Background: an optimization exercise with open tools, aiming at small area and a short achievable clock period. Do not read the settings as production practice. Only simulation tests tie the RTL to the original design; equivalence was not proved. Power is estimated from default activity; no workload was simulated.

<file path="flow/standard.sh">
#!/bin/bash
# synth_recipe.tcl (not shown) runs the flow's synth.tcl, then flattens the netlist and writes it again
# the make line also repeats each setting of config.mk as NAME=value (left out here)
make -C /OpenROAD-flow-scripts/flow DESIGN_CONFIG=/design/flow/config.mk WORK_HOME=/design/flow/orfs CLKGATE_MAP_FILE= SYNTH_SCRIPT=/design/flow/synth_recipe.tcl "${@:-finish}"
</file>
<file path="flow/config.mk">
export PLATFORM = sky130hd
export DESIGN_NAME = alu
export DESIGN_NICKNAME = alu
export VERILOG_FILES = /design/flow/design.v
export SDC_FILE = /design/flow/constraint.sdc
export NUM_CORES = 4
export LEC_CHECK = 0
export ABC_AREA = 1
export CAP_MARGIN = 20
export CORE_MARGIN = 2
export CORE_UTILIZATION = 55
export CTS_CLUSTER_DIAMETER = 80
export CTS_CLUSTER_SIZE = 20
export PLACE_DENSITY = 0.7
export SLEW_MARGIN = 20
</file>
<file path="flow/constraint.sdc">
create_clock -name core_clock -period 16.0 [get_ports {clk}]
set_input_delay 3.2000 -clock core_clock [delete_from_list [all_inputs] [get_ports {clk}]]
set_output_delay 3.2000 -clock core_clock [all_outputs]
set_load 0.01 [all_outputs]
</file>
<file path="flow/flow/run.sh">
#!/bin/bash
# Layout flow: the standard ORFS flow (standard synthesis, floorplan,
# placement, CTS, routing) with a larger setup-slack target for the timing
# repair steps, so that the repair keeps improving paths that already meet
# the 16 ns clock. The clock, I/O delays and all constraints are the standard flow's.
set -euo pipefail
MARGIN=9
TNS=10
sed -e "s/\"\${@:-finish}\"/SETUP_SLACK_MARGIN=$MARGIN TNS_END_PERCENT=$TNS \"\${@:-finish}\"/" standard.sh > standard_margin.sh
grep -q "SETUP_SLACK_MARGIN=$MARGIN TNS_END_PERCENT" standard_margin.sh
bash standard_margin.sh > standard.log 2>&1
</file>
<file path="flow/design.v">
module alu(instr,clk,rst,alucon,result,zero,so1,so2);
input [31:0] instr;
input clk;
input rst;
output [3:0] alucon;
output zero;
output reg [31:0] so1;
output reg [31:0] so2;
output [31:0] result;
  reg [2:0] ac;
  assign alucon = {1'b0, ac};
  reg [31:0] s0, s1, s2, s3, s4, s5, s6, s7;
  reg [32*27-1:0] mem;   
  reg        pend;       
  reg [2:0]  pend_rd;    
  reg        pend_ld;    
  reg [4:0]  maddr;      
  reg        mok;        
  reg [26:0] lsel;       
  reg        st;         
  reg [31:0] sdr;        
  reg [31:0] row0;
  reg [31:0] row1;
  reg [31:0] row2;
  reg [31:0] row3;
  reg cin;
  wire ps1 = row0[0] ^ row1[0];
  wire pc2 = row0[0] & row1[0];
  wire ps3 = row0[1] ^ row1[1] ^ row2[1];
  wire pc4 = (row0[1] & row1[1]) | (row0[1] & row2[1]) | (row1[1] & row2[1]);
  wire ps5 = row0[2] ^ row1[2] ^ row2[2];
  wire pc6 = (row0[2] & row1[2]) | (row0[2] & row2[2]) | (row1[2] & row2[2]);
  wire ps7 = row0[3] ^ row1[3] ^ row2[3];
  wire pc8 = (row0[3] & row1[3]) | (row0[3] & row2[3]) | (row1[3] & row2[3]);
  wire ps9 = row0[4] ^ row1[4] ^ row2[4];
  wire pc10 = (row0[4] & row1[4]) | (row0[4] & row2[4]) | (row1[4] & row2[4]);
  wire ps11 = row0[5] ^ row1[5] ^ row2[5];
  wire pc12 = (row0[5] & row1[5]) | (row0[5] & row2[5]) | (row1[5] & row2[5]);
  wire ps13 = row0[6] ^ row1[6] ^ row2[6];
  wire pc14 = (row0[6] & row1[6]) | (row0[6] & row2[6]) | (row1[6] & row2[6]);
  wire ps15 = row0[7] ^ row1[7] ^ row2[7];
  wire pc16 = (row0[7] & row1[7]) | (row0[7] & row2[7]) | (row1[7] & row2[7]);
  wire ps17 = row0[8] ^ row1[8] ^ row2[8];
  wire pc18 = (row0[8] & row1[8]) | (row0[8] & row2[8]) | (row1[8] & row2[8]);
  wire ps19 = row0[9] ^ row1[9] ^ row2[9];
  wire pc20 = (row0[9] & row1[9]) | (row0[9] & row2[9]) | (row1[9] & row2[9]);
  wire ps21 = row0[10] ^ row1[10] ^ row2[10];
  wire pc22 = (row0[10] & row1[10]) | (row0[10] & row2[10]) | (row1[10] & row2[10]);
  wire ps23 = row0[11] ^ row1[11] ^ row2[11];
  wire pc24 = (row0[11] & row1[11]) | (row0[11] & row2[11]) | (row1[11] & row2[11]);
  wire ps25 = row0[12] ^ row1[12] ^ row2[12];
  wire pc26 = (row0[12] & row1[12]) | (row0[12] & row2[12]) | (row1[12] & row2[12]);
  wire ps27 = row0[13] ^ row1[13] ^ row2[13];
  wire pc28 = (row0[13] & row1[13]) | (row0[13] & row2[13]) | (row1[13] & row2[13]);
  wire ps29 = row0[14] ^ row1[14] ^ row2[14];
  wire pc30 = (row0[14] & row1[14]) | (row0[14] & row2[14]) | (row1[14] & row2[14]);
  wire ps31 = row0[15] ^ row1[15] ^ row2[15];
  wire pc32 = (row0[15] & row1[15]) | (row0[15] & row2[15]) | (row1[15] & row2[15]);
  wire ps33 = row0[16] ^ row1[16] ^ row2[16];
  wire pc34 = (row0[16] & row1[16]) | (row0[16] & row2[16]) | (row1[16] & row2[16]);
  wire ps35 = row0[17] ^ row1[17] ^ row2[17];
  wire pc36 = (row0[17] & row1[17]) | (row0[17] & row2[17]) | (row1[17] & row2[17]);
  wire ps37 = row0[18] ^ row1[18] ^ row2[18];
  wire pc38 = (row0[18] & row1[18]) | (row0[18] & row2[18]) | (row1[18] & row2[18]);
  wire ps39 = row0[19] ^ row1[19] ^ row2[19];
  wire pc40 = (row0[19] & row1[19]) | (row0[19] & row2[19]) | (row1[19] & row2[19]);
  wire ps41 = row0[20] ^ row1[20] ^ row2[20];
  wire pc42 = (row0[20] & row1[20]) | (row0[20] & row2[20]) | (row1[20] & row2[20]);
  wire ps43 = row0[21] ^ row1[21] ^ row2[21];
  wire pc44 = (row0[21] & row1[21]) | (row0[21] & row2[21]) | (row1[21] & row2[21]);
  wire ps45 = row0[22] ^ row1[22] ^ row2[22];
  wire pc46 = (row0[22] & row1[22]) | (row0[22] & row2[22]) | (row1[22] & row2[22]);
  wire ps47 = row0[23] ^ row1[23] ^ row2[23];
  wire pc48 = (row0[23] & row1[23]) | (row0[23] & row2[23]) | (row1[23] & row2[23]);
  wire ps49 = row0[24] ^ row1[24] ^ row2[24];
  wire pc50 = (row0[24] & row1[24]) | (row0[24] & row2[24]) | (row1[24] & row2[24]);
  wire ps51 = row0[25] ^ row1[25] ^ row2[25];
  wire pc52 = (row0[25] & row1[25]) | (row0[25] & row2[25]) | (row1[25] & row2[25]);
  wire ps53 = row0[26] ^ row1[26] ^ row2[26];
  wire pc54 = (row0[26] & row1[26]) | (row0[26] & row2[26]) | (row1[26] & row2[26]);
  wire ps55 = row0[27] ^ row1[27] ^ row2[27];
  wire pc56 = (row0[27] & row1[27]) | (row0[27] & row2[27]) | (row1[27] & row2[27]);
  wire ps57 = row0[28] ^ row1[28] ^ row2[28];
  wire pc58 = (row0[28] & row1[28]) | (row0[28] & row2[28]) | (row1[28] & row2[28]);
  wire ps59 = row0[29] ^ row1[29] ^ row2[29];
  wire pc60 = (row0[29] & row1[29]) | (row0[29] & row2[29]) | (row1[29] & row2[29]);
  wire ps61 = row0[30] ^ row1[30] ^ row2[30];
  wire pc62 = (row0[30] & row1[30]) | (row0[30] & row2[30]) | (row1[30] & row2[30]);
  wire ps63 = row0[31] ^ row1[31] ^ row2[31];
  wire pc64 = (row0[31] & row1[31]) | (row0[31] & row2[31]) | (row1[31] & row2[31]);
  wire ps65 = row2[0] ^ row3[0];
  wire pc66 = row2[0] & row3[0];
  wire ps67 = row3[1] ^ ps3 ^ pc2;
  wire pc68 = (row3[1] & ps3) | (row3[1] & pc2) | (ps3 & pc2);
  wire ps69 = row3[2] ^ ps5 ^ pc4;
  wire pc70 = (row3[2] & ps5) | (row3[2] & pc4) | (ps5 & pc4);
  wire ps71 = row3[3] ^ ps7 ^ pc6;
  wire pc72 = (row3[3] & ps7) | (row3[3] & pc6) | (ps7 & pc6);
  wire ps73 = row3[4] ^ ps9 ^ pc8;
  wire pc74 = (row3[4] & ps9) | (row3[4] & pc8) | (ps9 & pc8);
  wire ps75 = row3[5] ^ ps11 ^ pc10;
  wire pc76 = (row3[5] & ps11) | (row3[5] & pc10) | (ps11 & pc10);
  wire ps77 = row3[6] ^ ps13 ^ pc12;
  wire pc78 = (row3[6] & ps13) | (row3[6] & pc12) | (ps13 & pc12);
  wire ps79 = row3[7] ^ ps15 ^ pc14;
  wire pc80 = (row3[7] & ps15) | (row3[7] & pc14) | (ps15 & pc14);
  wire ps81 = row3[8] ^ ps17 ^ pc16;
  wire pc82 = (row3[8] & ps17) | (row3[8] & pc16) | (ps17 & pc16);
  wire ps83 = row3[9] ^ ps19 ^ pc18;
  wire pc84 = (row3[9] & ps19) | (row3[9] & pc18) | (ps19 & pc18);
  wire ps85 = row3[10] ^ ps21 ^ pc20;
  wire pc86 = (row3[10] & ps21) | (row3[10] & pc20) | (ps21 & pc20);
  wire ps87 = row3[11] ^ ps23 ^ pc22;
  wire pc88 = (row3[11] & ps23) | (row3[11] & pc22) | (ps23 & pc22);
  wire ps89 = row3[12] ^ ps25 ^ pc24;
  wire pc90 = (row3[12] & ps25) | (row3[12] & pc24) | (ps25 & pc24);
  wire ps91 = row3[13] ^ ps27 ^ pc26;
  wire pc92 = (row3[13] & ps27) | (row3[13] & pc26) | (ps27 & pc26);
  wire ps93 = row3[14] ^ ps29 ^ pc28;
  wire pc94 = (row3[14] & ps29) | (row3[14] & pc28) | (ps29 & pc28);
  wire ps95 = row3[15] ^ ps31 ^ pc30;
  wire pc96 = (row3[15] & ps31) | (row3[15] & pc30) | (ps31 & pc30);
  wire ps97 = row3[16] ^ ps33 ^ pc32;
  wire pc98 = (row3[16] & ps33) | (row3[16] & pc32) | (ps33 & pc32);
  wire ps99 = row3[17] ^ ps35 ^ pc34;
  wire pc100 = (row3[17] & ps35) | (row3[17] & pc34) | (ps35 & pc34);
  wire ps101 = row3[18] ^ ps37 ^ pc36;
  wire pc102 = (row3[18] & ps37) | (row3[18] & pc36) | (ps37 & pc36);
  wire ps103 = row3[19] ^ ps39 ^ pc38;
  wire pc104 = (row3[19] & ps39) | (row3[19] & pc38) | (ps39 & pc38);
  wire ps105 = row3[20] ^ ps41 ^ pc40;
  wire pc106 = (row3[20] & ps41) | (row3[20] & pc40) | (ps41 & pc40);
  wire ps107 = row3[21] ^ ps43 ^ pc42;
  wire pc108 = (row3[21] & ps43) | (row3[21] & pc42) | (ps43 & pc42);
  wire ps109 = row3[22] ^ ps45 ^ pc44;
  wire pc110 = (row3[22] & ps45) | (row3[22] & pc44) | (ps45 & pc44);
  wire ps111 = row3[23] ^ ps47 ^ pc46;
  wire pc112 = (row3[23] & ps47) | (row3[23] & pc46) | (ps47 & pc46);
  wire ps113 = row3[24] ^ ps49 ^ pc48;
  wire pc114 = (row3[24] & ps49) | (row3[24] & pc48) | (ps49 & pc48);
  wire ps115 = row3[25] ^ ps51 ^ pc50;
  wire pc116 = (row3[25] & ps51) | (row3[25] & pc50) | (ps51 & pc50);
  wire ps117 = row3[26] ^ ps53 ^ pc52;
  wire pc118 = (row3[26] & ps53) | (row3[26] & pc52) | (ps53 & pc52);
  wire ps119 = row3[27] ^ ps55 ^ pc54;
  wire pc120 = (row3[27] & ps55) | (row3[27] & pc54) | (ps55 & pc54);
  wire ps121 = row3[28] ^ ps57 ^ pc56;
  wire pc122 = (row3[28] & ps57) | (row3[28] & pc56) | (ps57 & pc56);
  wire ps123 = row3[29] ^ ps59 ^ pc58;
  wire pc124 = (row3[29] & ps59) | (row3[29] & pc58) | (ps59 & pc58);
  wire ps125 = row3[30] ^ ps61 ^ pc60;
  wire pc126 = (row3[30] & ps61) | (row3[30] & pc60) | (ps61 & pc60);
  wire ps127 = row3[31] ^ ps63 ^ pc62;
  wire pc128 = (row3[31] & ps63) | (row3[31] & pc62) | (ps63 & pc62);
  wire [31:0] fa_ = {ps127, ps125, ps123, ps121, ps119, ps117, ps115, ps113, ps111, ps109, ps107, ps105, ps103, ps101, ps99, ps97, ps95, ps93, ps91, ps89, ps87, ps85, ps83, ps81, ps79, ps77, ps75, ps73, ps71, ps69, ps67, ps1};
  wire [31:0] fb_ = {pc126, pc124, pc122, pc120, pc118, pc116, pc114, pc112, pc110, pc108, pc106, pc104, pc102, pc100, pc98, pc96, pc94, pc92, pc90, pc88, pc86, pc84, pc82, pc80, pc78, pc76, pc74, pc72, pc70, pc68, pc66, ps65};
  wire arith = ac[2] | ac[1];
  wire [31:0] sum = fa_ + fb_ + {31'b0, cin};
  wire zsum = ~|(fa_ ^ fb_ ^ {fa_[30:0] | fb_[30:0], cin});
  wire [31:0] andv = so1 & so2;
  wire [31:0] orv = so1 | so2;
  assign result = arith ? sum : ac[0] ? orv : andv;
  assign zero = arith ? zsum : ac[0] ? ~|orv : ~|andv;
  reg [31:0] mrd;
  integer k;
  always @* begin
    mrd = 32'b0;
    for (k = 0; k < 27; k = k + 1)
      mrd = mrd | (mem[32*k +: 32] & {32{lsel[k]}});
  end
  wire [31:0] pv = mrd | (result & {32{~pend_ld}});
  wire [5:0] op = instr[31:26];
  wire [5:0] fn = instr[5:0];
  wire [4:0] rs = instr[25:21];
  wire [4:0] rt = instr[20:16];
  wire [4:0] rd = instr[15:11];
  wire [15:0] imm = instr[15:0];
  wire isR  = op == 6'h00;
  wire isLW = op == 6'h23;
  wire isSW = op == 6'h2b;
  wire isAI = op == 6'h08;
  wire isBQ = op == 6'h04;
  wire isI  = isLW | isSW | isAI;
  wire rs_ok = rs[4:3] == 2'b10;
  wire rt_ok = rt[4:3] == 2'b10;
  wire rd_ok = rd[4:3] == 2'b10;
  reg [2:0] ac_n;
  always @* begin
    ac_n = ac;
    if (isR) begin
      if (fn == 6'h20) ac_n = 3'd2;
      else if (fn == 6'h22) ac_n = 3'd3;
      else if (fn == 6'h24) ac_n = 3'd0;
      else if (fn == 6'h25) ac_n = 3'd1;
      else if (fn == 6'h18) ac_n = 3'd4;
    end else if (isI) ac_n = 3'd2;
    else if (isBQ) ac_n = 3'd3;
  end
  function [31:0] rdreg(input [2:0] a);
    case (a)
      3'd0: rdreg = s0; 3'd1: rdreg = s1; 3'd2: rdreg = s2; 3'd3: rdreg = s3;
      3'd4: rdreg = s4; 3'd5: rdreg = s5; 3'd6: rdreg = s6; default: rdreg = s7;
    endcase
  endfunction
  wire [7:0] pf, d1, d2;
  wire [31:0] sv [0:7];
  assign sv[0] = s0; assign sv[1] = s1; assign sv[2] = s2; assign sv[3] = s3;
  assign sv[4] = s4; assign sv[5] = s5; assign sv[6] = s6; assign sv[7] = s7;
  genvar g;
  generate
    for (g = 0; g < 8; g = g + 1) begin : g_rsel
      assign pf[g] = pend & (pend_rd == g);
      assign d1[g] = rs[2:0] == g;
      assign d2[g] = rt[2:0] == g;
    end
  endgenerate
  wire h1 = |(d1 & pf);
  wire h2 = |(d2 & pf);
  reg [31:0] r1, r2;
  integer m;
  always @* begin
    r1 = pv & {32{h1}};
    r2 = pv & {32{h2}};
    for (m = 0; m < 8; m = m + 1) begin
      r1 = r1 | (sv[m] & {32{d1[m] & ~pf[m]}});
      r2 = r2 | (sv[m] & {32{d2[m] & ~pf[m]}});
    end
  end
  wire [31:0] x = ((isR | isBQ | isI) & rs_ok) ? r1 : so1;
  wire [31:0] y = ((isR | isBQ) & rt_ok) ? r2 : isI ? {16'b0, imm} : so2;
  wire [31:0] eb = {16'b0, imm};
  wire [5:0] ea_lo = {1'b0, x[4:0]} + {1'b0, imm[4:0]};
  wire [31:0] ea_ph = x ^ eb;
  wire [31:0] ea_pg = x | eb;
  wire ea_hz = (ea_ph[5] == ea_lo[5]) & (ea_ph[31:6] == ea_pg[30:5]);
  wire ea_ok = ea_hz & (ea_lo[4:0] < 5'd27);
  wire [26:0] lsel_n;
  genvar q;
  generate
    for (q = 0; q < 27; q = q + 1) begin : g_lsel
      assign lsel_n[q] = isLW & ea_ok & (ea_lo[4:0] == q);
    end
  endgenerate
  wire bn0 = y[1];
  wire b10 = y[0] ^ 1'b0;
  wire b20 = (y[1] ^ y[0]) & ~(y[0] ^ 1'b0);
  wire [31:0] pp0 = ({32{b10}} & x[31:0] | {32{b20}} & {x[30:0], 1'b0}) ^ {32{bn0}};
  wire bn1 = y[3];
  wire b11 = y[2] ^ y[1];
  wire b21 = (y[3] ^ y[2]) & ~(y[2] ^ y[1]);
  wire [29:0] pp1 = ({30{b11}} & x[29:0] | {30{b21}} & {x[28:0], 1'b0}) ^ {30{bn1}};
  wire bn2 = y[5];
  wire b12 = y[4] ^ y[3];
  wire b22 = (y[5] ^ y[4]) & ~(y[4] ^ y[3]);
  wire [27:0] pp2 = ({28{b12}} & x[27:0] | {28{b22}} & {x[26:0], 1'b0}) ^ {28{bn2}};
  wire bn3 = y[7];
  wire b13 = y[6] ^ y[5];
  wire b23 = (y[7] ^ y[6]) & ~(y[6] ^ y[5]);
  wire [25:0] pp3 = ({26{b13}} & x[25:0] | {26{b23}} & {x[24:0], 1'b0}) ^ {26{bn3}};
  wire bn4 = y[9];
  wire b14 = y[8] ^ y[7];
  wire b24 = (y[9] ^ y[8]) & ~(y[8] ^ y[7]);
  wire [23:0] pp4 = ({24{b14}} & x[23:0] | {24{b24}} & {x[22:0], 1'b0}) ^ {24{bn4}};
  wire bn5 = y[11];
  wire b15 = y[10] ^ y[9];
  wire b25 = (y[11] ^ y[10]) & ~(y[10] ^ y[9]);
  wire [21:0] pp5 = ({22{b15}} & x[21:0] | {22{b25}} & {x[20:0], 1'b0}) ^ {22{bn5}};
  wire bn6 = y[13];
  wire b16 = y[12] ^ y[11];
  wire b26 = (y[13] ^ y[12]) & ~(y[12] ^ y[11]);
  wire [19:0] pp6 = ({20{b16}} & x[19:0] | {20{b26}} & {x[18:0], 1'b0}) ^ {20{bn6}};
  wire bn7 = y[15];
  wire b17 = y[14] ^ y[13];
  wire b27 = (y[15] ^ y[14]) & ~(y[14] ^ y[13]);
  wire [17:0] pp7 = ({18{b17}} & x[17:0] | {18{b27}} & {x[16:0], 1'b0}) ^ {18{bn7}};
  wire bn8 = y[17];
  wire b18 = y[16] ^ y[15];
  wire b28 = (y[17] ^ y[16]) & ~(y[16] ^ y[15]);
  wire [15:0] pp8 = ({16{b18}} & x[15:0] | {16{b28}} & {x[14:0], 1'b0}) ^ {16{bn8}};
  wire bn9 = y[19];
  wire b19 = y[18] ^ y[17];
  wire b29 = (y[19] ^ y[18]) & ~(y[18] ^ y[17]);
  wire [13:0] pp9 = ({14{b19}} & x[13:0] | {14{b29}} & {x[12:0], 1'b0}) ^ {14{bn9}};
  wire bn10 = y[21];
  wire b110 = y[20] ^ y[19];
  wire b210 = (y[21] ^ y[20]) & ~(y[20] ^ y[19]);
  wire [11:0] pp10 = ({12{b110}} & x[11:0] | {12{b210}} & {x[10:0], 1'b0}) ^ {12{bn10}};
  wire bn11 = y[23];
  wire b111 = y[22] ^ y[21];
  wire b211 = (y[23] ^ y[22]) & ~(y[22] ^ y[21]);
  wire [9:0] pp11 = ({10{b111}} & x[9:0] | {10{b211}} & {x[8:0], 1'b0}) ^ {10{bn11}};
  wire bn12 = y[25];
  wire b112 = y[24] ^ y[23];
  wire b212 = (y[25] ^ y[24]) & ~(y[24] ^ y[23]);
  wire [7:0] pp12 = ({8{b112}} & x[7:0] | {8{b212}} & {x[6:0], 1'b0}) ^ {8{bn12}};
  wire bn13 = y[27];
  wire b113 = y[26] ^ y[25];
  wire b213 = (y[27] ^ y[26]) & ~(y[26] ^ y[25]);
  wire [5:0] pp13 = ({6{b113}} & x[5:0] | {6{b213}} & {x[4:0], 1'b0}) ^ {6{bn13}};
  wire bn14 = y[29];
  wire b114 = y[28] ^ y[27];
  wire b214 = (y[29] ^ y[28]) & ~(y[28] ^ y[27]);
  wire [3:0] pp14 = ({4{b114}} & x[3:0] | {4{b214}} & {x[2:0], 1'b0}) ^ {4{bn14}};
  wire bn15 = y[31];
  wire b115 = y[30] ^ y[29];
  wire b215 = (y[31] ^ y[30]) & ~(y[30] ^ y[29]);
  wire pp15_0 = b115 & x[0];
  wire pp15_1 = b115 ? (x[1] ^ (bn15 & x[0])) : (b215 & x[0]);
  wire ms129 = pp0[24] ^ pp1[22];
  wire mc130 = pp0[24] & pp1[22];
  wire ms131 = pp0[25] ^ pp1[23];
  wire mc132 = pp0[25] & pp1[23];
  wire ms133 = pp0[26] ^ pp1[24] ^ pp2[22];
  wire mc134 = (pp0[26] & pp1[24]) | (pp0[26] & pp2[22]) | (pp1[24] & pp2[22]);
  wire ms135 = pp3[20] ^ pp4[18];
  wire mc136 = pp3[20] & pp4[18];
  wire ms137 = pp0[27] ^ pp1[25] ^ pp2[23];
  wire mc138 = (pp0[27] & pp1[25]) | (pp0[27] & pp2[23]) | (pp1[25] & pp2[23]);
  wire ms139 = pp3[21] ^ pp4[19];
  wire mc140 = pp3[21] & pp4[19];
  wire ms141 = pp0[28] ^ pp1[26] ^ pp2[24];
  wire mc142 = (pp0[28] & pp1[26]) | (pp0[28] & pp2[24]) | (pp1[26] & pp2[24]);
  wire ms143 = pp3[22] ^ pp4[20] ^ pp5[18];
  wire mc144 = (pp3[22] & pp4[20]) | (pp3[22] & pp5[18]) | (pp4[20] & pp5[18]);
  wire ms145 = pp6[16] ^ pp7[14];
  wire mc146 = pp6[16] & pp7[14];
  wire ms147 = pp0[29] ^ pp1[27] ^ pp2[25];
  wire mc148 = (pp0[29] & pp1[27]) | (pp0[29] & pp2[25]) | (pp1[27] & pp2[25]);
  wire ms149 = pp3[23] ^ pp4[21] ^ pp5[19];
  wire mc150 = (pp3[23] & pp4[21]) | (pp3[23] & pp5[19]) | (pp4[21] & pp5[19]);
  wire ms151 = pp6[17] ^ pp7[15];
  wire mc152 = pp6[17] & pp7[15];
  wire ms153 = pp0[30] ^ pp1[28] ^ pp2[26];
  wire mc154 = (pp0[30] & pp1[28]) | (pp0[30] & pp2[26]) | (pp1[28] & pp2[26]);
  wire ms155 = pp3[24] ^ pp4[22] ^ pp5[20];
  wire mc156 = (pp3[24] & pp4[22]) | (pp3[24] & pp5[20]) | (pp4[22] & pp5[20]);
  wire ms157 = pp6[18] ^ pp7[16] ^ pp8[14];
  wire mc158 = (pp6[18] & pp7[16]) | (pp6[18] & pp8[14]) | (pp7[16] & pp8[14]);
  wire ms159 = pp0[16] ^ pp1[14];
  wire mc160 = pp0[16] & pp1[14];
  wire ms161 = pp0[17] ^ pp1[15];
  wire mc162 = pp0[17] & pp1[15];
  wire ms163 = pp0[18] ^ pp1[16] ^ pp2[14];
  wire mc164 = (pp0[18] & pp1[16]) | (pp0[18] & pp2[14]) | (pp1[16] & pp2[14]);
  wire ms165 = pp3[12] ^ pp4[10];
  wire mc166 = pp3[12] & pp4[10];
  wire ms167 = pp0[19] ^ pp1[17] ^ pp2[15];
  wire mc168 = (pp0[19] & pp1[17]) | (pp0[19] & pp2[15]) | (pp1[17] & pp2[15]);
  wire ms169 = pp3[13] ^ pp4[11];
  wire mc170 = pp3[13] & pp4[11];
  wire ms171 = pp0[20] ^ pp1[18] ^ pp2[16];
  wire mc172 = (pp0[20] & pp1[18]) | (pp0[20] & pp2[16]) | (pp1[18] & pp2[16]);
  wire ms173 = pp3[14] ^ pp4[12] ^ pp5[10];
  wire mc174 = (pp3[14] & pp4[12]) | (pp3[14] & pp5[10]) | (pp4[12] & pp5[10]);
  wire ms175 = pp6[8] ^ pp7[6];
  wire mc176 = pp6[8] & pp7[6];
  wire ms177 = pp0[21] ^ pp1[19] ^ pp2[17];
  wire mc178 = (pp0[21] & pp1[19]) | (pp0[21] & pp2[17]) | (pp1[19] & pp2[17]);
  wire ms179 = pp3[15] ^ pp4[13] ^ pp5[11];
  wire mc180 = (pp3[15] & pp4[13]) | (pp3[15] & pp5[11]) | (pp4[13] & pp5[11]);
  wire ms181 = pp6[9] ^ pp7[7];
  wire mc182 = pp6[9] & pp7[7];
  wire ms183 = pp0[22] ^ pp1[20] ^ pp2[18];
  wire mc184 = (pp0[22] & pp1[20]) | (pp0[22] & pp2[18]) | (pp1[20] & pp2[18]);
  wire ms185 = pp3[16] ^ pp4[14] ^ pp5[12];
  wire mc186 = (pp3[16] & pp4[14]) | (pp3[16] & pp5[12]) | (pp4[14] & pp5[12]);
  wire ms187 = pp6[10] ^ pp7[8] ^ pp8[6];
  wire mc188 = (pp6[10] & pp7[8]) | (pp6[10] & pp8[6]) | (pp7[8] & pp8[6]);
  wire ms189 = pp9[4] ^ pp10[2];
  wire mc190 = pp9[4] & pp10[2];
  wire ms191 = pp0[23] ^ pp1[21] ^ pp2[19];
  wire mc192 = (pp0[23] & pp1[21]) | (pp0[23] & pp2[19]) | (pp1[21] & pp2[19]);
  wire ms193 = pp3[17] ^ pp4[15] ^ pp5[13];
  wire mc194 = (pp3[17] & pp4[15]) | (pp3[17] & pp5[13]) | (pp4[15] & pp5[13]);
  wire ms195 = pp6[11] ^ pp7[9] ^ pp8[7];
  wire mc196 = (pp6[11] & pp7[9]) | (pp6[11] & pp8[7]) | (pp7[9] & pp8[7]);
  wire ms197 = pp9[5] ^ pp10[3];
  wire mc198 = pp9[5] & pp10[3];
  wire ms199 = pp2[20] ^ pp3[18] ^ pp4[16];
  wire mc200 = (pp2[20] & pp3[18]) | (pp2[20] & pp4[16]) | (pp3[18] & pp4[16]);
  wire ms201 = pp5[14] ^ pp6[12] ^ pp7[10];
  wire mc202 = (pp5[14] & pp6[12]) | (pp5[14] & pp7[10]) | (pp6[12] & pp7[10]);
  wire ms203 = pp8[8] ^ pp9[6] ^ pp10[4];
  wire mc204 = (pp8[8] & pp9[6]) | (pp8[8] & pp10[4]) | (pp9[6] & pp10[4]);
  wire ms205 = pp11[2] ^ pp12[0] ^ bn12;
  wire mc206 = (pp11[2] & pp12[0]) | (pp11[2] & bn12) | (pp12[0] & bn12);
  wire ms207 = pp2[21] ^ pp3[19] ^ pp4[17];
  wire mc208 = (pp2[21] & pp3[19]) | (pp2[21] & pp4[17]) | (pp3[19] & pp4[17]);
  wire ms209 = pp5[15] ^ pp6[13] ^ pp7[11];
  wire mc210 = (pp5[15] & pp6[13]) | (pp5[15] & pp7[11]) | (pp6[13] & pp7[11]);
  wire ms211 = pp8[9] ^ pp9[7] ^ pp10[5];
  wire mc212 = (pp8[9] & pp9[7]) | (pp8[9] & pp10[5]) | (pp9[7] & pp10[5]);
  wire ms213 = pp11[3] ^ pp12[1] ^ ms131;
  wire mc214 = (pp11[3] & pp12[1]) | (pp11[3] & ms131) | (pp12[1] & ms131);
  wire ms215 = pp5[16] ^ pp6[14] ^ pp7[12];
  wire mc216 = (pp5[16] & pp6[14]) | (pp5[16] & pp7[12]) | (pp6[14] & pp7[12]);
  wire ms217 = pp8[10] ^ pp9[8] ^ pp10[6];
  wire mc218 = (pp8[10] & pp9[8]) | (pp8[10] & pp10[6]) | (pp9[8] & pp10[6]);
  wire ms219 = pp11[4] ^ pp12[2] ^ pp13[0];
  wire mc220 = (pp11[4] & pp12[2]) | (pp11[4] & pp13[0]) | (pp12[2] & pp13[0]);
  wire ms221 = bn13 ^ ms133 ^ ms135;
  wire mc222 = (bn13 & ms133) | (bn13 & ms135) | (ms133 & ms135);
  wire ms223 = pp5[17] ^ pp6[15] ^ pp7[13];
  wire mc224 = (pp5[17] & pp6[15]) | (pp5[17] & pp7[13]) | (pp6[15] & pp7[13]);
  wire ms225 = pp8[11] ^ pp9[9] ^ pp10[7];
  wire mc226 = (pp8[11] & pp9[9]) | (pp8[11] & pp10[7]) | (pp9[9] & pp10[7]);
  wire ms227 = pp11[5] ^ pp12[3] ^ pp13[1];
  wire mc228 = (pp11[5] & pp12[3]) | (pp11[5] & pp13[1]) | (pp12[3] & pp13[1]);
  wire ms229 = ms137 ^ ms139 ^ mc134;
  wire mc230 = (ms137 & ms139) | (ms137 & mc134) | (ms139 & mc134);
  wire ms231 = pp8[12] ^ pp9[10] ^ pp10[8];
  wire mc232 = (pp8[12] & pp9[10]) | (pp8[12] & pp10[8]) | (pp9[10] & pp10[8]);
  wire ms233 = pp11[6] ^ pp12[4] ^ pp13[2];
  wire mc234 = (pp11[6] & pp12[4]) | (pp11[6] & pp13[2]) | (pp12[4] & pp13[2]);
  wire ms235 = pp14[0] ^ bn14 ^ ms141;
  wire mc236 = (pp14[0] & bn14) | (pp14[0] & ms141) | (bn14 & ms141);
  wire ms237 = ms143 ^ ms145 ^ mc138;
  wire mc238 = (ms143 & ms145) | (ms143 & mc138) | (ms145 & mc138);
  wire ms239 = pp8[13] ^ pp9[11] ^ pp10[9];
  wire mc240 = (pp8[13] & pp9[11]) | (pp8[13] & pp10[9]) | (pp9[11] & pp10[9]);
  wire ms241 = pp11[7] ^ pp12[5] ^ pp13[3];
  wire mc242 = (pp11[7] & pp12[5]) | (pp11[7] & pp13[3]) | (pp12[5] & pp13[3]);
  wire ms243 = pp14[1] ^ ms147 ^ ms149;
  wire mc244 = (pp14[1] & ms147) | (pp14[1] & ms149) | (ms147 & ms149);
  wire ms245 = ms151 ^ mc142 ^ mc144;
  wire mc246 = (ms151 & mc142) | (ms151 & mc144) | (mc142 & mc144);
  wire ms247 = pp9[12] ^ pp10[10] ^ pp11[8];
  wire mc248 = (pp9[12] & pp10[10]) | (pp9[12] & pp11[8]) | (pp10[10] & pp11[8]);
  wire ms249 = pp12[6] ^ pp13[4] ^ pp14[2];
  wire mc250 = (pp12[6] & pp13[4]) | (pp12[6] & pp14[2]) | (pp13[4] & pp14[2]);
  wire ms251 = pp15_0 ^ ms153 ^ ms155;
  wire mc252 = (pp15_0 & ms153) | (pp15_0 & ms155) | (ms153 & ms155);
  wire ms253 = ms157 ^ mc148 ^ mc150;
  wire mc254 = (ms157 & mc148) | (ms157 & mc150) | (mc148 & mc150);
  wire ms255 = pp0[10] ^ pp1[8];
  wire mc256 = pp0[10] & pp1[8];
  wire ms257 = pp0[11] ^ pp1[9];
  wire mc258 = pp0[11] & pp1[9];
  wire ms259 = pp0[12] ^ pp1[10] ^ pp2[8];
  wire mc260 = (pp0[12] & pp1[10]) | (pp0[12] & pp2[8]) | (pp1[10] & pp2[8]);
  wire ms261 = pp3[6] ^ pp4[4];
  wire mc262 = pp3[6] & pp4[4];
  wire ms263 = pp0[13] ^ pp1[11] ^ pp2[9];
  wire mc264 = (pp0[13] & pp1[11]) | (pp0[13] & pp2[9]) | (pp1[11] & pp2[9]);
  wire ms265 = pp3[7] ^ pp4[5];
  wire mc266 = pp3[7] & pp4[5];
  wire ms267 = pp0[14] ^ pp1[12] ^ pp2[10];
  wire mc268 = (pp0[14] & pp1[12]) | (pp0[14] & pp2[10]) | (pp1[12] & pp2[10]);
  wire ms269 = pp3[8] ^ pp4[6] ^ pp5[4];
  wire mc270 = (pp3[8] & pp4[6]) | (pp3[8] & pp5[4]) | (pp4[6] & pp5[4]);
  wire ms271 = pp6[2] ^ pp7[0];
  wire mc272 = pp6[2] & pp7[0];
  wire ms273 = pp0[15] ^ pp1[13] ^ pp2[11];
  wire mc274 = (pp0[15] & pp1[13]) | (pp0[15] & pp2[11]) | (pp1[13] & pp2[11]);
  wire ms275 = pp3[9] ^ pp4[7] ^ pp5[5];
  wire mc276 = (pp3[9] & pp4[7]) | (pp3[9] & pp5[5]) | (pp4[7] & pp5[5]);
  wire ms277 = pp6[3] ^ pp7[1];
  wire mc278 = pp6[3] & pp7[1];
  wire ms279 = pp2[12] ^ pp3[10] ^ pp4[8];
  wire mc280 = (pp2[12] & pp3[10]) | (pp2[12] & pp4[8]) | (pp3[10] & pp4[8]);
  wire ms281 = pp5[6] ^ pp6[4] ^ pp7[2];
  wire mc282 = (pp5[6] & pp6[4]) | (pp5[6] & pp7[2]) | (pp6[4] & pp7[2]);
  wire ms283 = pp8[0] ^ bn8 ^ ms159;
  wire mc284 = (pp8[0] & bn8) | (pp8[0] & ms159) | (bn8 & ms159);
  wire ms285 = pp2[13] ^ pp3[11] ^ pp4[9];
  wire mc286 = (pp2[13] & pp3[11]) | (pp2[13] & pp4[9]) | (pp3[11] & pp4[9]);
  wire ms287 = pp5[7] ^ pp6[5] ^ pp7[3];
  wire mc288 = (pp5[7] & pp6[5]) | (pp5[7] & pp7[3]) | (pp6[5] & pp7[3]);
  wire ms289 = pp8[1] ^ ms161 ^ mc160;
  wire mc290 = (pp8[1] & ms161) | (pp8[1] & mc160) | (ms161 & mc160);
  wire ms291 = pp5[8] ^ pp6[6] ^ pp7[4];
  wire mc292 = (pp5[8] & pp6[6]) | (pp5[8] & pp7[4]) | (pp6[6] & pp7[4]);
  wire ms293 = pp8[2] ^ pp9[0] ^ bn9;
  wire mc294 = (pp8[2] & pp9[0]) | (pp8[2] & bn9) | (pp9[0] & bn9);
  wire ms295 = ms163 ^ ms165 ^ mc162;
  wire mc296 = (ms163 & ms165) | (ms163 & mc162) | (ms165 & mc162);
  wire ms297 = pp5[9] ^ pp6[7] ^ pp7[5];
  wire mc298 = (pp5[9] & pp6[7]) | (pp5[9] & pp7[5]) | (pp6[7] & pp7[5]);
  wire ms299 = pp8[3] ^ pp9[1] ^ ms167;
  wire mc300 = (pp8[3] & pp9[1]) | (pp8[3] & ms167) | (pp9[1] & ms167);
  wire ms301 = ms169 ^ mc164 ^ mc166;
  wire mc302 = (ms169 & mc164) | (ms169 & mc166) | (mc164 & mc166);
  wire ms303 = pp8[4] ^ pp9[2] ^ pp10[0];
  wire mc304 = (pp8[4] & pp9[2]) | (pp8[4] & pp10[0]) | (pp9[2] & pp10[0]);
  wire ms305 = bn10 ^ ms171 ^ ms173;
  wire mc306 = (bn10 & ms171) | (bn10 & ms173) | (ms171 & ms173);
  wire ms307 = ms175 ^ mc168 ^ mc170;
  wire mc308 = (ms175 & mc168) | (ms175 & mc170) | (mc168 & mc170);
  wire ms309 = pp8[5] ^ pp9[3] ^ pp10[1];
  wire mc310 = (pp8[5] & pp9[3]) | (pp8[5] & pp10[1]) | (pp9[3] & pp10[1]);
  wire ms311 = ms177 ^ ms179 ^ ms181;
  wire mc312 = (ms177 & ms179) | (ms177 & ms181) | (ms179 & ms181);
  wire ms313 = mc172 ^ mc174 ^ mc176;
  wire mc314 = (mc172 & mc174) | (mc172 & mc176) | (mc174 & mc176);
  wire ms315 = pp11[0] ^ bn11 ^ ms183;
  wire mc316 = (pp11[0] & bn11) | (pp11[0] & ms183) | (bn11 & ms183);
  wire ms317 = ms185 ^ ms187 ^ ms189;
  wire mc318 = (ms185 & ms187) | (ms185 & ms189) | (ms187 & ms189);
  wire ms319 = mc178 ^ mc180 ^ mc182;
  wire mc320 = (mc178 & mc180) | (mc178 & mc182) | (mc180 & mc182);
  wire ms321 = pp11[1] ^ ms191 ^ ms193;
  wire mc322 = (pp11[1] & ms191) | (pp11[1] & ms193) | (ms191 & ms193);
  wire ms323 = ms195 ^ ms197 ^ mc184;
  wire mc324 = (ms195 & ms197) | (ms195 & mc184) | (ms197 & mc184);
  wire ms325 = mc186 ^ mc188 ^ mc190;
  wire mc326 = (mc186 & mc188) | (mc186 & mc190) | (mc188 & mc190);
  wire ms327 = ms129 ^ ms199 ^ ms201;
  wire mc328 = (ms129 & ms199) | (ms129 & ms201) | (ms199 & ms201);
  wire ms329 = ms203 ^ ms205 ^ mc192;
  wire mc330 = (ms203 & ms205) | (ms203 & mc192) | (ms205 & mc192);
  wire ms331 = mc194 ^ mc196 ^ mc198;
  wire mc332 = (mc194 & mc196) | (mc194 & mc198) | (mc196 & mc198);
  wire ms333 = mc130 ^ ms207 ^ ms209;
  wire mc334 = (mc130 & ms207) | (mc130 & ms209) | (ms207 & ms209);
  wire ms335 = ms211 ^ ms213 ^ mc200;
  wire mc336 = (ms211 & ms213) | (ms211 & mc200) | (ms213 & mc200);
  wire ms337 = mc202 ^ mc204 ^ mc206;
  wire mc338 = (mc202 & mc204) | (mc202 & mc206) | (mc204 & mc206);
  wire ms339 = mc132 ^ ms215 ^ ms217;
  wire mc340 = (mc132 & ms215) | (mc132 & ms217) | (ms215 & ms217);
  wire ms341 = ms219 ^ ms221 ^ mc208;
  wire mc342 = (ms219 & ms221) | (ms219 & mc208) | (ms221 & mc208);
  wire ms343 = mc210 ^ mc212 ^ mc214;
  wire mc344 = (mc210 & mc212) | (mc210 & mc214) | (mc212 & mc214);
  wire ms345 = mc136 ^ ms223 ^ ms225;
  wire mc346 = (mc136 & ms223) | (mc136 & ms225) | (ms223 & ms225);
  wire ms347 = ms227 ^ ms229 ^ mc216;
  wire mc348 = (ms227 & ms229) | (ms227 & mc216) | (ms229 & mc216);
  wire ms349 = mc218 ^ mc220 ^ mc222;
  wire mc350 = (mc218 & mc220) | (mc218 & mc222) | (mc220 & mc222);
  wire ms351 = mc140 ^ ms231 ^ ms233;
  wire mc352 = (mc140 & ms231) | (mc140 & ms233) | (ms231 & ms233);
  wire ms353 = ms235 ^ ms237 ^ mc224;
  wire mc354 = (ms235 & ms237) | (ms235 & mc224) | (ms237 & mc224);
  wire ms355 = mc226 ^ mc228 ^ mc230;
  wire mc356 = (mc226 & mc228) | (mc226 & mc230) | (mc228 & mc230);
  wire ms357 = mc146 ^ ms239 ^ ms241;
  wire mc358 = (mc146 & ms239) | (mc146 & ms241) | (ms239 & ms241);
  wire ms359 = ms243 ^ ms245 ^ mc232;
  wire mc360 = (ms243 & ms245) | (ms243 & mc232) | (ms245 & mc232);
  wire ms361 = mc234 ^ mc236 ^ mc238;
  wire mc362 = (mc234 & mc236) | (mc234 & mc238) | (mc236 & mc238);
  wire ms363 = mc152 ^ ms247 ^ ms249;
  wire mc364 = (mc152 & ms247) | (mc152 & ms249) | (ms247 & ms249);
  wire ms365 = ms251 ^ ms253 ^ mc240;
  wire mc366 = (ms251 & ms253) | (ms251 & mc240) | (ms253 & mc240);
  wire ms367 = mc242 ^ mc244 ^ mc246;
  wire mc368 = (mc242 & mc244) | (mc242 & mc246) | (mc244 & mc246);
  wire ms369 = pp0[6] ^ pp1[4];
  wire mc370 = pp0[6] & pp1[4];
  wire ms371 = pp0[7] ^ pp1[5];
  wire mc372 = pp0[7] & pp1[5];
  wire ms373 = pp0[8] ^ pp1[6] ^ pp2[4];
  wire mc374 = (pp0[8] & pp1[6]) | (pp0[8] & pp2[4]) | (pp1[6] & pp2[4]);
  wire ms375 = pp3[2] ^ pp4[0];
  wire mc376 = pp3[2] & pp4[0];
  wire ms377 = pp0[9] ^ pp1[7] ^ pp2[5];
  wire mc378 = (pp0[9] & pp1[7]) | (pp0[9] & pp2[5]) | (pp1[7] & pp2[5]);
  wire ms379 = pp3[3] ^ pp4[1];
  wire mc380 = pp3[3] & pp4[1];
  wire ms381 = pp2[6] ^ pp3[4] ^ pp4[2];
  wire mc382 = (pp2[6] & pp3[4]) | (pp2[6] & pp4[2]) | (pp3[4] & pp4[2]);
  wire ms383 = pp5[0] ^ bn5 ^ ms255;
  wire mc384 = (pp5[0] & bn5) | (pp5[0] & ms255) | (bn5 & ms255);
  wire ms385 = pp2[7] ^ pp3[5] ^ pp4[3];
  wire mc386 = (pp2[7] & pp3[5]) | (pp2[7] & pp4[3]) | (pp3[5] & pp4[3]);
  wire ms387 = pp5[1] ^ ms257 ^ mc256;
  wire mc388 = (pp5[1] & ms257) | (pp5[1] & mc256) | (ms257 & mc256);
  wire ms389 = pp5[2] ^ pp6[0] ^ bn6;
  wire mc390 = (pp5[2] & pp6[0]) | (pp5[2] & bn6) | (pp6[0] & bn6);
  wire ms391 = ms259 ^ ms261 ^ mc258;
  wire mc392 = (ms259 & ms261) | (ms259 & mc258) | (ms261 & mc258);
  wire ms393 = pp5[3] ^ pp6[1] ^ ms263;
  wire mc394 = (pp5[3] & pp6[1]) | (pp5[3] & ms263) | (pp6[1] & ms263);
  wire ms395 = ms265 ^ mc260 ^ mc262;
  wire mc396 = (ms265 & mc260) | (ms265 & mc262) | (mc260 & mc262);
  wire ms397 = bn7 ^ ms267 ^ ms269;
  wire mc398 = (bn7 & ms267) | (bn7 & ms269) | (ms267 & ms269);
  wire ms399 = ms271 ^ mc264 ^ mc266;
  wire mc400 = (ms271 & mc264) | (ms271 & mc266) | (mc264 & mc266);
  wire ms401 = ms273 ^ ms275 ^ ms277;
  wire mc402 = (ms273 & ms275) | (ms273 & ms277) | (ms275 & ms277);
  wire ms403 = mc268 ^ mc270 ^ mc272;
  wire mc404 = (mc268 & mc270) | (mc268 & mc272) | (mc270 & mc272);
  wire ms405 = ms279 ^ ms281 ^ ms283;
  wire mc406 = (ms279 & ms281) | (ms279 & ms283) | (ms281 & ms283);
  wire ms407 = mc274 ^ mc276 ^ mc278;
  wire mc408 = (mc274 & mc276) | (mc274 & mc278) | (mc276 & mc278);
  wire ms409 = ms285 ^ ms287 ^ ms289;
  wire mc410 = (ms285 & ms287) | (ms285 & ms289) | (ms287 & ms289);
  wire ms411 = mc280 ^ mc282 ^ mc284;
  wire mc412 = (mc280 & mc282) | (mc280 & mc284) | (mc282 & mc284);
  wire ms413 = ms291 ^ ms293 ^ ms295;
  wire mc414 = (ms291 & ms293) | (ms291 & ms295) | (ms293 & ms295);
  wire ms415 = mc286 ^ mc288 ^ mc290;
  wire mc416 = (mc286 & mc288) | (mc286 & mc290) | (mc288 & mc290);
  wire ms417 = ms297 ^ ms299 ^ ms301;
  wire mc418 = (ms297 & ms299) | (ms297 & ms301) | (ms299 & ms301);
  wire ms419 = mc292 ^ mc294 ^ mc296;
  wire mc420 = (mc292 & mc294) | (mc292 & mc296) | (mc294 & mc296);
  wire ms421 = ms303 ^ ms305 ^ ms307;
  wire mc422 = (ms303 & ms305) | (ms303 & ms307) | (ms305 & ms307);
  wire ms423 = mc298 ^ mc300 ^ mc302;
  wire mc424 = (mc298 & mc300) | (mc298 & mc302) | (mc300 & mc302);
  wire ms425 = ms309 ^ ms311 ^ ms313;
  wire mc426 = (ms309 & ms311) | (ms309 & ms313) | (ms311 & ms313);
  wire ms427 = mc304 ^ mc306 ^ mc308;
  wire mc428 = (mc304 & mc306) | (mc304 & mc308) | (mc306 & mc308);
  wire ms429 = ms315 ^ ms317 ^ ms319;
  wire mc430 = (ms315 & ms317) | (ms315 & ms319) | (ms317 & ms319);
  wire ms431 = mc310 ^ mc312 ^ mc314;
  wire mc432 = (mc310 & mc312) | (mc310 & mc314) | (mc312 & mc314);
  wire ms433 = ms321 ^ ms323 ^ ms325;
  wire mc434 = (ms321 & ms323) | (ms321 & ms325) | (ms323 & ms325);
  wire ms435 = mc316 ^ mc318 ^ mc320;
  wire mc436 = (mc316 & mc318) | (mc316 & mc320) | (mc318 & mc320);
  wire ms437 = ms327 ^ ms329 ^ ms331;
  wire mc438 = (ms327 & ms329) | (ms327 & ms331) | (ms329 & ms331);
  wire ms439 = mc322 ^ mc324 ^ mc326;
  wire mc440 = (mc322 & mc324) | (mc322 & mc326) | (mc324 & mc326);
  wire ms441 = ms333 ^ ms335 ^ ms337;
  wire mc442 = (ms333 & ms335) | (ms333 & ms337) | (ms335 & ms337);
  wire ms443 = mc328 ^ mc330 ^ mc332;
  wire mc444 = (mc328 & mc330) | (mc328 & mc332) | (mc330 & mc332);
  wire ms445 = ms339 ^ ms341 ^ ms343;
  wire mc446 = (ms339 & ms341) | (ms339 & ms343) | (ms341 & ms343);
  wire ms447 = mc334 ^ mc336 ^ mc338;
  wire mc448 = (mc334 & mc336) | (mc334 & mc338) | (mc336 & mc338);
  wire ms449 = ms345 ^ ms347 ^ ms349;
  wire mc450 = (ms345 & ms347) | (ms345 & ms349) | (ms347 & ms349);
  wire ms451 = mc340 ^ mc342 ^ mc344;
  wire mc452 = (mc340 & mc342) | (mc340 & mc344) | (mc342 & mc344);
  wire ms453 = ms351 ^ ms353 ^ ms355;
  wire mc454 = (ms351 & ms353) | (ms351 & ms355) | (ms353 & ms355);
  wire ms455 = mc346 ^ mc348 ^ mc350;
  wire mc456 = (mc346 & mc348) | (mc346 & mc350) | (mc348 & mc350);
  wire ms457 = ms357 ^ ms359 ^ ms361;
  wire mc458 = (ms357 & ms359) | (ms357 & ms361) | (ms359 & ms361);
  wire ms459 = mc352 ^ mc354 ^ mc356;
  wire mc460 = (mc352 & mc354) | (mc352 & mc356) | (mc354 & mc356);
  wire ms461 = ms363 ^ ms365 ^ ms367;
  wire mc462 = (ms363 & ms365) | (ms363 & ms367) | (ms365 & ms367);
  wire ms463 = mc358 ^ mc360 ^ mc362;
  wire mc464 = (mc358 & mc360) | (mc358 & mc362) | (mc360 & mc362);
  wire x465 = pp0[31] ^ pp1[29];
  wire x466 = pp2[27] ^ pp3[25];
  wire x467 = pp4[23] ^ pp5[21];
  wire x468 = pp6[19] ^ pp7[17];
  wire x469 = pp8[15] ^ pp9[13];
  wire x470 = pp10[11] ^ pp11[9];
  wire x471 = pp12[7] ^ pp13[5];
  wire x472 = pp14[3] ^ pp15_1;
  wire x473 = x465 ^ x466;
  wire x474 = x467 ^ x468;
  wire x475 = x469 ^ x470;
  wire x476 = x471 ^ x472;
  wire x477 = x473 ^ x474;
  wire x478 = x475 ^ x476;
  wire x479 = x477 ^ x478;
  wire x480 = mc154 ^ mc248;
  wire x481 = mc254 ^ mc368;
  wire x482 = x480 ^ x481;
  wire x483 = mc156 ^ mc250;
  wire x484 = mc364 ^ mc462;
  wire x485 = x483 ^ x484;
  wire x486 = mc158 ^ mc252;
  wire x487 = mc366 ^ mc464;
  wire x488 = x486 ^ x487;
  wire [31:0] mrow0 = {x479, ms461, ms457, ms453, ms449, ms445, ms441, ms437, ms433, ms429, ms425, ms421, ms417, ms413, ms409, ms405, ms401, ms397, ms393, ms389, ms385, ms381, ms377, bn4, pp2[3], pp2[2], pp0[5], pp0[4], pp0[3], pp0[2], pp0[1], pp0[0]};
  wire [31:0] mrow1 = {x482, ms463, ms459, ms455, ms451, ms447, ms443, ms439, ms435, ms431, ms427, ms423, ms419, ms415, ms411, ms407, ms403, ms399, ms395, ms391, ms387, ms383, ms379, ms373, pp3[1], pp3[0], pp1[3], pp1[2], pp1[1], pp1[0], 1'b0, bn0};
  wire [31:0] mrow2 = {x485, mc458, mc454, mc450, mc446, mc442, mc438, mc434, mc430, mc426, mc422, mc418, mc414, mc410, mc406, mc402, mc398, mc394, mc390, mc386, mc382, mc378, mc374, ms375, ms371, bn3, pp2[1], pp2[0], 1'b0, bn1, 1'b0, 1'b0};
  wire [31:0] mrow3 = {x488, mc460, mc456, mc452, mc448, mc444, mc440, mc436, mc432, mc428, mc424, mc420, mc416, mc412, mc408, mc404, mc400, mc396, mc392, mc388, mc384, mc380, mc376, mc372, mc370, ms369, 1'b0, bn2, 1'b0, 1'b0, 1'b0, 1'b0};
  wire mul_n = ac_n == 3'd4;
  wire sub_n = ac_n == 3'd3;
  always @(posedge clk) begin
    if (rst) begin
      ac <= 3'd0; so1 <= 32'b0; so2 <= 32'b0;
      pend <= 1'b0; st <= 1'b0;
    end else begin
      ac <= ac_n; so1 <= x; so2 <= y;
      pend <= (isR & rd_ok) | ((isAI | isLW) & rt_ok);
      st <= isSW & rt_ok & ea_ok;
    end
    pend_rd <= isR ? rd[2:0] : rt[2:0];
    pend_ld <= isLW;
    maddr <= ea_lo[4:0];
    mok <= ea_ok;
    lsel <= lsel_n;
    sdr <= r2;
    row0 <= mul_n ? mrow0 : x;
    row1 <= mul_n ? mrow1 : (sub_n ? ~y : y);
    row2 <= mul_n ? mrow2 : 32'b0;
    row3 <= mul_n ? mrow3 : 32'b0;
    cin <= sub_n & ~mul_n;
  end
  wire [31:0] pv0 = pv & {32{~rst}};
  wire [7:0] swe;
  genvar w;
  generate
    for (w = 0; w < 8; w = w + 1) begin : g_swe
      assign swe[w] = rst | (pend && pend_rd == w);
    end
  endgenerate
  always @(posedge clk) begin
    if (swe[0]) s0 <= pv0;
    if (swe[1]) s1 <= pv0;
    if (swe[2]) s2 <= pv0;
    if (swe[3]) s3 <= pv0;
    if (swe[4]) s4 <= pv0;
    if (swe[5]) s5 <= pv0;
    if (swe[6]) s6 <= pv0;
    if (swe[7]) s7 <= pv0;
  end
  wire [31:0] sd = sdr;
  wire [31:0] sd0 = sd & {32{~rst}};
  wire [31:0] sd1 = sd | {32{rst}};
  generate
    for (w = 0; w < 27; w = w + 1) begin : g_mem
      wire we = rst | (st && maddr == w);
      wire [31:0] c = (w < 18) ? w + 1 : 32'b0;
      always @(posedge clk)
        if (we) mem[32*w +: 32] <= (c & sd1) | (~c & sd0);
    end
  endgenerate
endmodule
</file>
==> results of run 1 <==
[registers in the layout, indices dropped and copies added (netlist names), 29 cells and up]
name  flops
row0     32
s1       32
s2       32
row1     32
s0       32
s3       32
sdr      32
s6       32
so2      32
s4       32
mem     864
s7       32
so1      32
s5       32
row2     29
[kinds of logic after synthesis]
group           after synthesis  synth area share
compound gates              908            0.0885
xor+xnor                    262            0.0335
fa+ha+maj                   300            0.0758
buf+inv                    1026            0.0613
flops                      1378             0.566
mux                           2          0.000292
other cells                   1         0.0000547
simple gates               2827             0.174
[tightest hold or removal path, cell delays in order (launching register included)]
cell and delay, ps:
edfxtp_1 360, nand2_1 60, o2111ai_1 80, nor2_2 80
nand2_2 90
[placed cells by master (no fill, tap or decap), types with 19 or more instances in the layout]
master | netlist | final
nand2_1 | 1761 | 1647
edfxtp_1 | 1120 | 1120
inv_1 | 676 | 639
nor2_1 | 427 | 386
buf_4 | 14 | 355
o22ai_1 | 270 | 238
xor2_1 | 243 | 233
dfxtp_1 | 258 | 229
nand3_1 | 248 | 212
fa_1 | 192 | 171
nand4_1 | 167 | 167
a21oi_1 | 129 | 121
o21ai_0 | 167 | 119
clkdlybuf4s50_1 | 0 | 102
a22o_1 | 88 | 88
nand2_2 | 40 | 85
clkbuf_16 | 0 | 83
a221oi_1 | 81 | 79
ha_1 | 108 | 79
nand2_4 | 4 | 61
clkbuf_1 | 129 | 55
buf_12 | 0 | 44
nor3_1 | 56 | 40
nor2_2 | 23 | 35
nor2_4 | 3 | 33
o211ai_1 | 33 | 33
inv_2 | 30 | 31
o21ai_4 | 0 | 31
buf_6 | 21 | 29
dfxtp_2 | 0 | 29
ha_4 | 0 | 28
o22ai_2 | 0 | 25
o21ai_1 | 15 | 22
a31oi_1 | 22 | 22
nand3_2 | 5 | 21
fa_2 | 0 | 21
nand3_4 | 0 | 20
nand2_8 | 0 | 20
or2_2 | 20 | 19
[cell type report]
type                       count  area (um^2)
tap                         1637         2050
timing repair inverter        10         60.1
inverter                     726         3040
clock inverter                15          253
sequential                  1378        38800
antenna                        4         10.0
timing repair buffer         577         5670
fill                        9761        42800
multi-input combinational   4309        28600
clock buffer                 139         2300
[metrics by stage]
stage	setup WS [ps]	hold WS, ps	util	cells	power (mW)
floorplan	8610	496	-	6704	4.67
global placement	5650	637	0.583	8321	5.00
detailed placement	5560	637	0.583	8322	5.01
CTS	8770	681	0.650	8770	7.31
global route	8420	672	0.654	8792	7.56
finish	8550	691	0.654	8795	7.38
[final timing paths]
check                        from                   to  slack [ps]
hold / removal    s1[1]$_DFFE_PP_       sdr[1]$_DFF_P_         690
setup / recovery        instr[17]     row0[20]$_DFF_P_        8550
hold reg to reg   s1[1]$_DFFE_PP_       sdr[1]$_DFF_P_         690
setup reg to reg  row0[6]$_DFF_P_  row2[31]$_SDFF_PP0_        8980
[power by group through the flow]
stage	combinational, mW	clock [mW]	sequential, mW
after floorplan	0.418	0	4.26
after global placement	0.729	0	4.27
after detailed placement	0.733	0	4.27
after CTS	0.869	2.25	4.19
after global routing	0.957	2.38	4.21
final	0.927	2.26	4.20
[repair_timing]
action | 4_1_cts | 5_1_grt
cloned | 34 | 0
endpoints found under the setup margin | 171 | 116
pin swaps | 178 | 49
hold buffers | 0 | 0
endpoints found under the hold margin | 0 | 0
buffers inserted | 260 | 16
gates resized for setup | 747 | 73
[per-layer routing]
layer	vias up	wire [um]	track usage	part of all wire
met4	20	24200	0.297	0.085
met1	27100	96600	0.545	0.34
met5	-	171	0	0.00060
met3	1273	44500	0.176	0.16
li1	23600	-	-	-
met2	4642	121000	0.658	0.42
==> summary.txt, run 1 <==
Outcome
  – Outcome: no timing/DRC/antenna violations

Floorplan
  – Die width: approximately 360 um
  – Ports: approximately 140
  – Site row count: 129
  – Core area: ~120000 um^2
  – Die ar.: roughly 130000 um^2
  – Die height: between 300 and 400 um
  – Initial Utilization: 0.554

Power and ir drop
  – Clk pwr share: 0.306
  – Switching Power: 1.97 mW
  – Share of power burned in combinational logic: 0.126
  – Maximum vdd drop: about 120 uV
  – Pint: 5.41 mW
  – Sw Share: 0.267
  – Pwr dens: slightly above 90 nW/um^2
  – Leak: about 32 nW
  – Flop pwr share: 0.568

Logic synthesis
  – Mapped Nets: slightly above 7000
  – Synth area leader: edfxtp_1
  – Seq cells post-synth: 1378
  – Top post-synthesis cells by count: nand2_1, edfxtp_1, inv_1
  – Synth warnings: 1
  – Mapped Area: 68500 um^2
  – Mapped Cells: between 6000 and 7000
  – Ys flop type: edfxtp_1
  – Synth cell types: 70
  – Sequential area share after synthesis: 0.566
  – Ys async rst share: 0
  – Top-count cell post-synth: nand2_1
  – Post-synthesis average cell area: between 10 and 15 um^2
  – Number of flops mapped to enable cells by yosys: approximately 1100
  – Post-synth top area share: 0.491
  – Synth area leaders: edfxtp_1, nand2_1, dfxtp_1

Global routing
  – Initial antenna violation count: 19
  – GRT Overall Usage: 0.447
  – First-pass GRT wire length: 397000 um
  – Largest net degree at the start of global routing: 66
  – GRT Residual Overflow: 0
  – Number of global-route vias before repair: between 50000 and 60000

Critical path
  – Crit path buffers/inverters: 7
  – CP Max Fanout: 15
  – CP arrival: about 8000 ps
  – Critical Path Max Stage Delay: 760 ps
  – CP Depth: 24
  – FF-to-FF path depth: 34
  – Startpoint Class: input pin
  – Crit. End Element: register
  – Cell Chain, Critical Path: buf_12 -> inv_12 -> nor2_4 -> nand2_4 -> buf_6 -> nor2_4 -> buf_12 -> buf_16 -> nand2_1 -> o2111ai_1 -> nor2_2 -> nand2_2 -> nand2_1 -> nand2_4 -> buf_4 -> nor2_1 -> buf_4 -> nor3_1 -> a221oi_1 -> fa_1 -> fa_1 -> fa_1 -> nand2_1 -> o21ai_0
  – Largest delay share family, worst path: adder cells
  – Crit Path Category: in2reg
  – Critical Path RT: approximately 17000 ps
  – Crit-path slowest cell: a221oi_1

Timing
  – Sum Neg Setup Slack: 0 ps
  – Achievable Freq: between 0.1 and 0.15 GHz
  – Fin. Hold Viols: 0
  – Relative slew slack: 0.170
  – Min Clock Period, post-route: between 7000 and 8000 ps
  – Final Slew Violations: 0
  – Final worst-path cycle share: 0.466
  – Tightest Pin Transition: approximately 1200 ps
  – Final count of negative-setup-slack endpoints: 0
  – Final Skew: 78.2 ps
  – RSZ-0062 raised after global routing: true

Route
  – WL/cell: between 30 and 40 um
  – Initial drt markers: 9190
  – Total Wirelength: ~290000 um
  – Vias: 56600
  – Vias per cell: 6.44
  – First-pass DRT Iterations: 9
  – Post-route ant nets: 0
  – DR DRC count: 0

CTS
  – CTS tree: done
  – Worst-skew pair later-pin latency: 770 ps
  – CTS sink cnt: 1378
  – Root Driver: clkbuf_16
  – H-Tree Depth: 3
  – CTS max path bufs: 3
  – Clk slew on worst S/H paths: approximately 90 ps
  – CTS buffer count: 83

Placement
  – Post-Place Cell Area: a little over 70000 um^2
  – GP Congestion: roughly 1.0
  – PortBufs: 133
  – DP HPWL: 179000 um

Job
  – Max-Cap Viols: 0

Layout
  – Final #Nets: 7419
  – Final Cell Area: roughly 81000 um^2
  – Area delta synth->final: 18.0%
  – Layout cells sized above 1: 0.167

Hold path
  – Hold Crit Depth: 4
  – Worst hold path type: reg2reg
==> inputs of run 2 (changes only) <==
==> flow/flow/run.sh (replaced) <==
#!/bin/bash
# Layout flow: the standard ORFS flow (standard synthesis, floorplan,
# placement, CTS, routing) with a larger setup-slack target for the timing
# repair steps, so that the repair keeps improving paths that already meet
# the 16 ns clock. The clock, I/O delays and all constraints are the standard flow's.
# Synthesis is the standard script with ADDER_MAP_FILE empty, so that
# full and half adders are mapped as ordinary gates rather than as the
# (slower) fa/ha cells; registers are unaffected.
set -euo pipefail
MARGIN=9
TNS=10
sed -e "s/\"\${@:-finish}\"/SETUP_SLACK_MARGIN=$MARGIN TNS_END_PERCENT=$TNS ADDER_MAP_FILE= \"\${@:-finish}\"/" standard.sh > standard_margin.sh
grep -q "SETUP_SLACK_MARGIN=$MARGIN TNS_END_PERCENT=$TNS ADDER_MAP_FILE=" standard_margin.sh
bash standard_margin.sh > standard.log 2>&1
==> run 2 against run 1 <==
Still clean on timing, DRC and antenna. Combinational power up 15%. Clock-buffer cell count down 5. Sequential share of layout area down 1.9 points. Non-clock buffer count down 22. Via count up 16%. Sequential power about the same. Design area up 4.2%.
==> summary.txt, run 2 <==
Power and ir drop
  – Pwr dens: just over 90 nW/um^2
  – Leak: 35.1 nW
  – Maximum vdd drop: between 100 and 150 uV

CTS
  – H-Tree Depth: 3
  – CTS tree: done
  – CTS Hold Buffers Added: 0
  – CTS sink cnt: 1378
  – CTS buffer count: 86
  – Root Driver: clkbuf_16
  – Worst-skew pair later-pin latency: 780 ps
  – Clk slew on worst S/H paths: around 80 ps
  – CTS max path bufs: 3

Placement
  – DP HPWL: 196000 um
  – GP Congestion: 1.04
  – PortBufs: around 130
  – Post-Place Cell Area: approximately 76000 um^2

Logic synthesis
  – Main combinational cell family by area after synthesis: simple AND/OR/NAND/NOR gates
  – Compound-Gate Fraction of Synth Area: 0.102
  – Top-count cell post-synth: nand2_1
  – Synth area leader: edfxtp_1
  – Mapped Area: slightly above 70000 um^2
  – Ys flop type: edfxtp_1
  – Top post-synthesis cells by count: nand2_1, edfxtp_1, nand3_1
  – Seq cells post-synth: roughly 1400
  – Sequential area share after synthesis: 0.535
  – Post-synth top area share: 0.464
  – Synth cell types: ~90
  – Post-Synth Adder-Cell Area: 0
  – Synth warnings: 1
  – Area share of and/or/nand/nor cells after synthesis: 0.266
  – Synth area leaders: edfxtp_1, nand2_1, dfxtp_1
  – Number of flops mapped to enable cells by yosys: roughly 1100
  – Post-synthesis average cell area: between 8 and 9 um^2
  – Ys async rst share: 0
  – Multiplexer area fraction after synthesis: 0
  – Mapped Nets: between 8000 and 9000
  – Synth Area in XOR/XNOR: 0.0361
  – Mapped Cells: 8127

Timing
  – Final worst-path cycle share: 0.442
  – Tightest Pin Transition: ~1300 ps
  – RSZ-0062 raised after global routing: true
  – Final Slew Violations: 0
  – Sum Neg Setup Slack: 0 ps
  – Final count of negative-setup-slack endpoints: 0
  – Fin. Hold Viols: 0
  – Relative slew slack: 0.134
  – Min Clock Period, post-route: ~7000 ps
  – Achievable Freq: about 0.14 GHz
  – Final Skew: between 60 and 70 ps

Global routing
  – GRT Overall Usage: 0.434
  – Number of global-route vias before repair: between 50000 and 60000
  – Initial antenna violation count: 23
  – Largest net degree at the start of global routing: roughly 110
  – GRT Residual Overflow: 0
  – First-pass GRT wire length: 419000 um

Floorplan
  – Die ar.: about 130000 um^2
  – Die width: around 370 um
  – Core area: 131000 um^2
  – Die height: roughly 370 um
  – Site row count: 133
  – Ports: 135
  – Initial Utilization: 0.553

Critical path
  – Crit path buffers/inverters: 4
  – Crit. End Element: primary output
  – Critical Path Max Stage Delay: about 540 ps
  – Critical Path RT: around 13000 ps
  – Cell Chain, Critical Path: inv_1 -> nand2_1 -> nand2_1 -> nand2_1 -> nand3_1 -> nand2_1 -> nand2_1 -> nand2_4 -> nor2_1 -> inv_1 -> nand2_2 -> nor2_1 -> inv_2 -> nor3_4 -> nand3_1 -> nand2_1 -> nand2_1 -> nand3_2 -> and2_4 -> clkdlybuf4s50_1
  – Crit-path slowest cell: clkdlybuf4s50_1
  – CP Max Fanout: 6
  – Reg2reg end: row0[31]$_DFF_P_
  – CP most frequent cell: nand2_1
  – Crit Path Category: reg2out
  – Reg-to-reg critical path startpoint: row0[3]$_DFF_P_
  – Largest delay share family, worst path: simple AND/OR/NAND/NOR gates
  – R2R setup slack: just over 10000 ps
  – CP arrival: 3870 ps
  – Startpoint Class: register
  – FF-to-FF path depth: 36

Layout
  – Commonest cells after routing, fill and taps aside: nand2_1, edfxtp_1, inv_1
  – Top reg by flops: mem
  – Final #Nets: roughly 8500
  – Layout cells sized above 1: 0.170
  – Largest register FFs: approximately 860
  – Area delta synth->final: 16.2%
  – Final Cell Area: between 80000 and 90000 um^2
  – Commonest non-fill, non-tap cell in the layout: nand2_1

Route
  – First-pass DRT Iterations: 7
  – DR DRC count: 0
  – Vias: roughly 66000
  – Vias per cell: ~6.4
  – Total Wirelength: 306000 um
  – Initial drt markers: 10200
  – WL/cell: 29.7 um
  – Post-route ant nets: 0

Hold path
  – WHS Endpoint: mem[548]$_DFFE_PP_
  – Worst hold path type: reg2reg
  – HP Start: sdr[4]$_DFF_P_
  – Hold Crit Depth: 2

Job
  – Max-Cap Viols: 0

Outcome
  – Outcome: no timing/DRC/antenna violations
-- run 2: logic make-up after synthesis --
group / after synthesis
flops: 1378
other cells: 1
simple gates: 4360
compound gates: 1051
buf+inv: 1048
xor+xnor: 289
-- run 2: worst reg2reg max path, delay by kind of cell, from the launching register on --
family | cells | cell delay, ps
buf+inv | 5 | 560
simple gates | 28 | 4020
compound gates | 2 | 280
xor+xnor | 1 | 350
flops | 1 | 430
-- run 2: worst max-delay path by stage --
stage / from / endpoint / slack (ps) / cells after the start
floorplan: instr[26] / row0[16]$_DFF_P_ / 9570 / 25
global placement: instr[16] / row0[20]$_DFF_P_ / 6630 / 26
detailed placement: instr[16] / row0[20]$_DFF_P_ / 6550 / 26
CTS: row0[5]$_DFF_P_ / result[18] / 8840 / 19
global route: row0[24]$_DFF_P_ / result[31] / 8780 / 25
finish: row0[25]$_DFF_P_ / result[27] / 8930 / 20
-- run 2: what timing repair did --
item                                    CTS  global route
endpoints found under the setup margin  150           122
endpoints found under the hold margin     0             0
pin swaps                                48            69
gates resized for setup                 352           321
buffers inserted                        123            96
cloned                                   17            12
-- run 2: per-stage QoR --
| step | util | worst slack, ps | std cells | hold slack [ps] | total power [mW] |
|---|---|---|---|---|---|
| 2_1_floorplan | - | 9570 | 8127 | 476 | 4.82 |
| 3_3_place_gp | 0.582 | 6630 | 9895 | 611 | 5.16 |
| 3_5_place_dp | 0.582 | 6550 | 9895 | 611 | 5.18 |
| 4_1_cts | 0.625 | 8840 | 10200 | 639 | 7.53 |
| 5_1_grt | 0.642 | 8780 | 10300 | 685 | 7.81 |
| 6_report | 0.642 | 8930 | 10300 | 668 | 7.63 |
-- run 2: area by class of cell --
cell class	instances	area (um^2)
flip-flops and latches	1378	38800
repair inverters	2	20.0
repair buffers	555	5610
diodes	10	25.0
clock buffers	134	2330
clock inverters	26	390
fillers	10800	46900
inverters	746	3090
well taps	1755	2200
multi-input cells	5707	31800
-- run 2: routing by layer --
metal,wire [um],part of all wire,global-route usage
met1,109000,0.36,0.562
met2,129000,0.42,0.644
met3,44200,0.14,0.132
met4,23600,0.077,0.257
met5,129,0.00042,0
-- run 2: where the power goes --
part | switching, mW | internal, mW
clock network | 1.29 | 1.07
registers | 0.0792 | 4.12
logic | 0.773 | 0.300
